Source: an optimization exercise on an open RTL-to-GDS flow (aim: small area, a short achievable clock period and few clock cycles per item). Production flows keep margins and buffers that such runs may drop. In this exercise RTL edits were held to simulation tests only and were not proved equivalent to the original.

===== design/flow/design.v =====
module JAM (
    input CLK,
    input RST,
    output reg [2:0] W,
    output reg [2:0] J,
    input [6:0] Cost,
    output reg [3:0] MatchCount,
    output reg [9:0] MinCost,
    output reg Valid );
localparam [2:0] S_SCAN = 3'd0,   
                 S_WAIT = 3'd1,   
                 S_DEC  = 3'd2,   
                 S_A0   = 3'd3,   
                 S_AUG  = 3'd4,   
                 S_ADJ  = 3'd5,   
                 S_DFS  = 3'd6,   
                 S_DONE = 3'd7;
localparam [1:0] T_NONE = 2'd0, T_A0 = 2'd1, T_SCAN = 2'd2, T_ADJ = 2'd3;
reg [2:0] cs;
reg [9:0]  wv   [0:7];    
reg [7:0]  mv   [0:7];    
reg [3:0]  way  [0:7];    
reg [2:0]  p    [0:7];    
reg [7:0]  mt;            
reg [7:0]  used;
reg [2:0]  row;           
reg [2:0]  i0;
reg [3:0]  j0;            
reg [6:0]  dl;            
reg [11:0] K;
reg [7:0]  best;
reg [2:0]  j1;
reg [2:0]  jj;            
reg [6:0]  creg;
reg [1:0]  ctag;
reg [2:0]  ccol;
reg        cend;          
reg [2:0]  crow;
reg        adj_end;
reg [7:0]  A [0:7];
reg [10:0] rmin;
reg [7:0]  arow;
reg [2:0]  lvl;
reg [7:0]  dused;
reg [3:0]  lb;
reg [2:0]  cst [0:4];
integer q;
function [3:0] next_free;
  input [7:0] u;
  input [3:0] from;
  integer n;
  begin
    next_free = 4'd8;
    for (n = 7; n >= 0; n = n - 1)
      if (!u[n] && n >= from) next_free = n;
  end
endfunction
function [3:0] lowest;
  input [7:0] m;
  integer n;
  begin
    lowest = 4'd8;
    for (n = 7; n >= 0; n = n - 1)
      if (m[n]) lowest = n;
  end
endfunction
function [2:0] perm3;
  input [7:0] r5, r6, r7, f;
  reg [7:0] e1, e3, e2;
  reg a1, a2, a3, b1, b2, b3, c1, c2, c3;
  integer n;
  begin
    e1 = f & (~f + 8'd1);
    e3 = 8'd0;
    for (n = 0; n < 8; n = n + 1)
      if (f[n]) e3 = 8'd1 << n;
    e2 = f & ~e1 & ~e3;
    a1 = |(r5 & e1); a2 = |(r5 & e2); a3 = |(r5 & e3);
    b1 = |(r6 & e1); b2 = |(r6 & e2); b3 = |(r6 & e3);
    c1 = |(r7 & e1); c2 = |(r7 & e2); c3 = |(r7 & e3);
    perm3 = {2'b00, a1 & b2 & c3} + {2'b00, a1 & b3 & c2} + {2'b00, a2 & b1 & c3}
          + {2'b00, a2 & b3 & c1} + {2'b00, a3 & b1 & c2} + {2'b00, a3 & b2 & c1};
  end
endfunction
wire [3:0]  nf_scan  = next_free(used, {1'b0, J} + 4'd1);
wire [3:0]  nf_first = next_free(used, 4'd0);
wire [3:0]  nf_after = next_free(used | (8'd1 << j1), 4'd0);
wire [11:0] xs   = {5'd0, creg} + K + {2'd0, wv[ccol]};
wire [7:0]  xsat = (|xs[10:7]) ? 8'hff : {1'b0, xs[6:0]};
wire        xlt  = xsat < mv[ccol];
wire [7:0]  nmv  = xlt ? xsat : mv[ccol];
wire        blt  = nmv < best;
wire [10:0] xa   = {4'd0, creg} + {1'b0, wv[ccol]};
wire [7:0]  cand  = A[lvl] & ~dused & (8'hff << lb);
wire [3:0]  cj    = lowest(cand);
wire [2:0]  pm3   = perm3(A[5], A[6], A[7], ~dused);
always @(posedge CLK or posedge RST) begin
  if (RST) begin
    cs <= S_SCAN;
    W <= 3'd0;
    J <= 3'd0;
    row <= 3'd0;
    i0 <= 3'd0;
    j0 <= 4'd8;
    used <= 8'd0;
    mt <= 8'd0;
    dl <= 7'd0;
    K <= 12'd0;
    best <= 8'hff;
    ctag <= T_NONE;
    adj_end <= 1'b0;
    MinCost <= 10'd0;
    MatchCount <= 4'd0;
    Valid <= 1'b0;
    for (q = 0; q < 8; q = q + 1) begin
      wv[q] <= 10'd0;
      mv[q] <= 8'hff;
    end
  end else begin
    case (ctag)
      T_A0: K <= {5'd0, dl} - {5'd0, creg} - {2'd0, wv[j0[2:0]]};
      T_SCAN: begin
        if (xlt) begin
          mv[ccol] <= xsat;
          way[ccol] <= j0;
        end
        if (blt) begin
          best <= nmv;
          j1 <= ccol;
        end
      end
      T_ADJ: begin
        if (ccol == 3'd0 || xa < rmin) begin
          rmin <= xa;
          arow <= 8'd1 << ccol;
        end else if (xa == rmin)
          arow <= arow | (8'd1 << ccol);
        if (cend)
          A[crow] <= (xa < rmin) ? (8'd1 << ccol) :
                         (xa == rmin) ? (arow | (8'd1 << ccol)) : arow;
      end
      default: ;
    endcase
    creg <= Cost;
    ccol <= J;
    crow <= W;
    cend <= (J == 3'd7);
    ctag <= T_NONE;
    case (cs)
      S_SCAN: begin
        ctag <= T_SCAN;
        if (nf_scan[3]) cs <= S_WAIT;
        else J <= nf_scan[2:0];
      end
      S_WAIT: begin
        if (adj_end) begin
          lvl <= 3'd0;
          dused <= 8'd0;
          lb <= 4'd0;
          MatchCount <= 4'd0;
          cs <= S_DFS;
        end else
          cs <= S_DEC;
      end
      S_DEC: begin
        dl <= best[6:0];
        used <= used | (8'd1 << j1);
        best <= 8'hff;
        if (mt[j1]) begin
          i0 <= p[j1];
          j0 <= {1'b0, j1};
          W <= p[j1];
          J <= j1;
          cs <= S_A0;
        end else begin
          MinCost <= MinCost + {3'd0, best[6:0]};
          for (q = 0; q < 8; q = q + 1) begin
            if (used[q]) wv[q] <= wv[q] + {3'd0, best[6:0]} - {3'd0, mv[q][6:0]};
            mv[q] <= 8'hff;
          end
          jj <= j1;
          mt[j1] <= 1'b1;
          cs <= S_AUG;
        end
      end
      S_A0: begin
        ctag <= T_A0;
        J <= nf_first[2:0];
        cs <= S_SCAN;
      end
      S_AUG: begin
        if (way[jj][3]) begin
          p[jj] <= row;
          used <= 8'd0;
          dl <= 7'd0;
          K <= 12'd0;
          j0 <= 4'd8;
          J <= 3'd0;
          if (row == 3'd7) begin
            W <= 3'd0;
            cs <= S_ADJ;
          end else begin
            row <= row + 3'd1;
            i0 <= row + 3'd1;
            W <= row + 3'd1;
            cs <= S_SCAN;
          end
        end else begin
          p[jj] <= p[way[jj][2:0]];
          jj <= way[jj][2:0];
        end
      end
      S_ADJ: begin
        ctag <= T_ADJ;
        J <= J + 3'd1;
        if (J == 3'd7) begin
          W <= W + 3'd1;
          if (W == 3'd7) begin
            adj_end <= 1'b1;
            cs <= S_WAIT;
          end
        end
      end
      S_DFS: begin
        if (lvl != 3'd5 && !cj[3]) begin
          cst[lvl] <= cj[2:0];
          dused <= dused | (8'd1 << cj[2:0]);
          lvl <= lvl + 3'd1;
          lb <= 4'd0;
        end else begin
          if (lvl == 3'd5) MatchCount <= MatchCount + {1'b0, pm3};
          if (lvl == 3'd0) begin
            Valid <= 1'b1;
            cs <= S_DONE;
          end else begin
            lvl <= lvl - 3'd1;
            dused <= dused & ~(8'd1 << cst[lvl - 3'd1]);
            lb <= {1'b0, cst[lvl - 3'd1]} + 4'd1;
          end
        end
      end
      default: ;
    endcase
  end
end
endmodule

===== design/flow/run.sh =====
#!/bin/bash
# synth_recipe.tcl (not shown) runs the flow's synth.tcl, then flattens the netlist and writes it again
# the make line also repeats each setting of config.mk as NAME=value (left out here)
make -C /OpenROAD-flow-scripts/flow DESIGN_CONFIG=/design/flow/config.mk WORK_HOME=/design/flow/orfs CLKGATE_MAP_FILE= SYNTH_SCRIPT=/design/flow/synth_recipe.tcl finish

===== design/flow/config.mk =====
export PLATFORM = sky130hd
export DESIGN_NAME = JAM
export DESIGN_NICKNAME = JAM
export VERILOG_FILES = /design/flow/design.v
export SDC_FILE = /design/flow/constraint.sdc
export NUM_CORES = 4
export LEC_CHECK = 0
export CAP_MARGIN = 20
export CORE_MARGIN = 2
export CORE_UTILIZATION = 40
export SLEW_MARGIN = 20

===== design/flow/constraint.sdc =====
create_clock -name core_clock -period 4.0 [get_ports {CLK}]
set_input_delay 0.8000 -clock core_clock [delete_from_list [all_inputs] [get_ports {CLK}]]
set_output_delay 0.8000 -clock core_clock [all_outputs]
set_load 0.01 [all_outputs]

==> impl_metrics.toml <==
[clocking]
numCtsBuffers = 48
clockRootBuffer = "clkbuf_16"
path_clk_slew_ps = 60
cts_sinks = 409
postCtsHoldBufs = 0
htreeDepth = 2
cts_tree = "yes"
clk_latency_ps = 600
clock_path_buffers = 3

[timing]
final.setup.worst_slack_ps = -3790
final_hold_viol_count = 0
tightest_slew_ps = 985
finalCriticalPeriod_ps = 7790
finalCritPeriodShare_pct = 195
slew_viol_final = 0
rsz0062_at_grt = "true"
setup_viol = 198
fmax_ghz = 0.128
finClkSkew_ps = 25.3
slew_headroom_pct = 34.2

[finish]
multi_input_area_um2 = 14900
fin_cells = 4138
antenna_cells = 0
syn2layout_area_growth_pct = 24.9
nets = 3482
fill_cells = 6177
layout-drive-gt1-share_pct = 25.2
register_area_um2 = 11300

[worst_setup_path]
crit_path_max_incr_delay_ps = 440
path_common_cell = "buf_4"
endpoint_kind = "flip-flop"
crit_required_ps = 4310
cp_slowest_cell = "edfxtp_1"
critPathMaxFanout = 5
crit_path_start_kind = "flip-flop"
path_class = "reg2reg"
worst_ep_arrival_time_ps = 8100

[global_route]
grt_pass1_wl_um = 135000
grt_overflow_total = 0
antenna_found_initial = 2
grt.total_usage_pct = 24.8
grt_max_degree = 123
grt_pass1_vias = 23400

[yosys]
yosysSeqAreaShare_pct = 41.1
syn_area_per_cell_um2 = 9.83
synth_edf_count = 189
synth_nets = 3055
ys.flop_type = "edfxtp_1"
syn_area_um2 = 27400
ys_top_cells_by_count = "inv_1, nand2_1, nor2_1"
yosysTopAreaCellShare_pct = 20.7
synth_cell_type_count = 85
synth_warnings = 7
yosysTopAreaCell = "edfxtp_1"
syn-instance-count = 2790
yosysMostFrequentCell = "inv_1"
ys_ff_latch = 409
ys_async_sr_fraction_pct = 53.8
ys_top_cells_by_area = "edfxtp_1, dfrtp_1, ha_1, dfstp_2, fa_1"

[placed_design]
port_buffers = 29
dpl.hpwl_um = 68500
placedCellCount = 3995
gp_congestion = 0.939

[die]
die_y_um = 266
io_pins = 30
rows = 96
core_um2 = 68200
die_w_um = 266
dieArea_um2 = 70700
start_util_pct = 40.2

[detailed_routing]
wl_per_cell_um = 21.2
drc = 0
dr.first_iter.drc_count = 1932
routed.top_layer = "met5"
via_per_inst = 5.61
vias = 23200
first_pass_iters = 5
met3_length_um = 6790
drtAntennaViolNets = 0
met1_length_um = 37600
wirelength_um = 87700
wl_met2_um = 40800

[run_status]
failed_checks = "negative setup slack"
status = "complete, but fails checks"

[job]
cap_violations = 0

[hold_path]
min-delay-path-class = "reg2reg"
-- through the flow --
stage          TNS [ps]  utilization (%)  hold WS, ps  setup WS (ps)  instance area (um2)
4_1_cts         -558350             49.8          457          -3840                34000
5_1_grt         -638970             50.2          473          -4050                34300
3_3_place_gp    -389810             46.6          444          -4110                31800
2_1_floorplan   -433260                -          423          -4030                27800
3_5_place_dp    -414330             46.6          444          -4320                31800
6_report        -591360             50.2          452          -3790                34300
-- cells in the final DEF (no fill, tap or decap), drive strengths merged, types with 73 or more instances in the layout --
cell type	count
inv	351
nor2	200
mux2i	105
nand2	225
buf	476
dfrtp	147
ha	184
edfxtp	189
dfstp	73
o21ai	175
a21oi	172
-- cell type report --
class | count | area share (%)
well taps | 882 | 3.22
clock inverters | 25 | 0.665
inverters | 351 | 3.86
repair buffers | 506 | 12.0
multi-input cells | 1901 | 43.6
flip-flops and latches | 409 | 32.9
clock buffers | 64 | 3.80
-- timing repair --
| item | 4_1_cts | 5_1_grt |
|---|---|---|
| gates cloned | 1 | 1 |
| buffers inserted | 45 | 11 |
| pin swaps | 39 | 30 |
| endpoints found under the hold margin | 0 | 0 |
| resized for setup | 78 | 37 |
| setup endpoints to repair | 192 | 201 |
-- critical path: cells and delay by family, from the launching register on --
kind,cells,cell delay (ps)
and+or+nand+nor,4,620
DFF,1,440
xor gates and xnor gates,1,150
adders and majority gates,2,720
buffers and inverters,30,3700
AOI/OAI and AO/OA,12,1750
muxes,1,110
-- logic make-up (layout without fill, tap and decap cells) --
kind of cell,count (synthesis),count (layout),share of synthesized area (%)
and+or+nand+nor,731,731,12.5
AOI/OAI and AO/OA,678,678,16.3
buffers and inverters,480,946,6.66
DFF,409,409,41.1
adders and majority gates,256,256,13.6
muxes,172,172,7.73
xor gates and xnor gates,64,64,2.04
-- final timing paths --
check,slack [ps],endpoint,cells after the start,startpoint
hold / removal,450,mt[7],1,mt[7]
hold reg to reg,450,mt[7],1,mt[7]
min in group asynchronous,810,Valid,3,RST
setup reg to reg,-3790,rmin[8],50,ccol[0]
max in group asynchronous,1900,used[4],4,RST
setup / recovery,-3790,rmin[8],50,ccol[0]
-- flip-flops by register name, indices dropped and copies added (netlist names), 4 cells and up --
register and flops:
p 24, rmin 11, K 11, A 64
lb 4, wv 80, dused 8, used 8
dl 7, creg 7, arow 8, mv 64
way 32, MinCost 10, j0 4, best 8
cst 15, MatchCount 4, mt 8
-- metal layers --
| metal | up-vias | track usage, % |
|---|---|---|
| met5 | - | 0 |
| met4 | 2 | 7.21 |
| met3 | 142 | 5.27 |
| met2 | 814 | 40.6 |
| met1 | 11500 | 33.1 |
| li1 | 10800 | - |
Testbench counts, summed over its fixed seeds: cycles 5,697, tables 18.

what the ideal ports hide:
Ports are ideal in the flow. The routed layout listed here was re-timed in OpenROAD. Step 1: set_driving_cell puts a clkbuf_16 on CLK and a buf_2 on each other input, an assumption about the parent block. Step 2, shift: input delay + t, output delay - t, t = (earliest + latest rising clock arrival at the registers) / 2. This alone moves slack from input paths to output paths. Slacks: ideal / step 1 / step 2; pairs: ideal / step 1.
shift t [ns]: 0.651
slack for setup (ns): -3.788 / -3.788 / -3.788
worst hold slack (ns): 0.452 / 0.452 / 0.452
latest minus earliest clock arrival (ns): 0.026 / 0.025
worst data-port slew with drivers (ns): 0.08
The setup slack of this run moves by 0.000 ns with the drivers and by 0.000 ns with both steps.
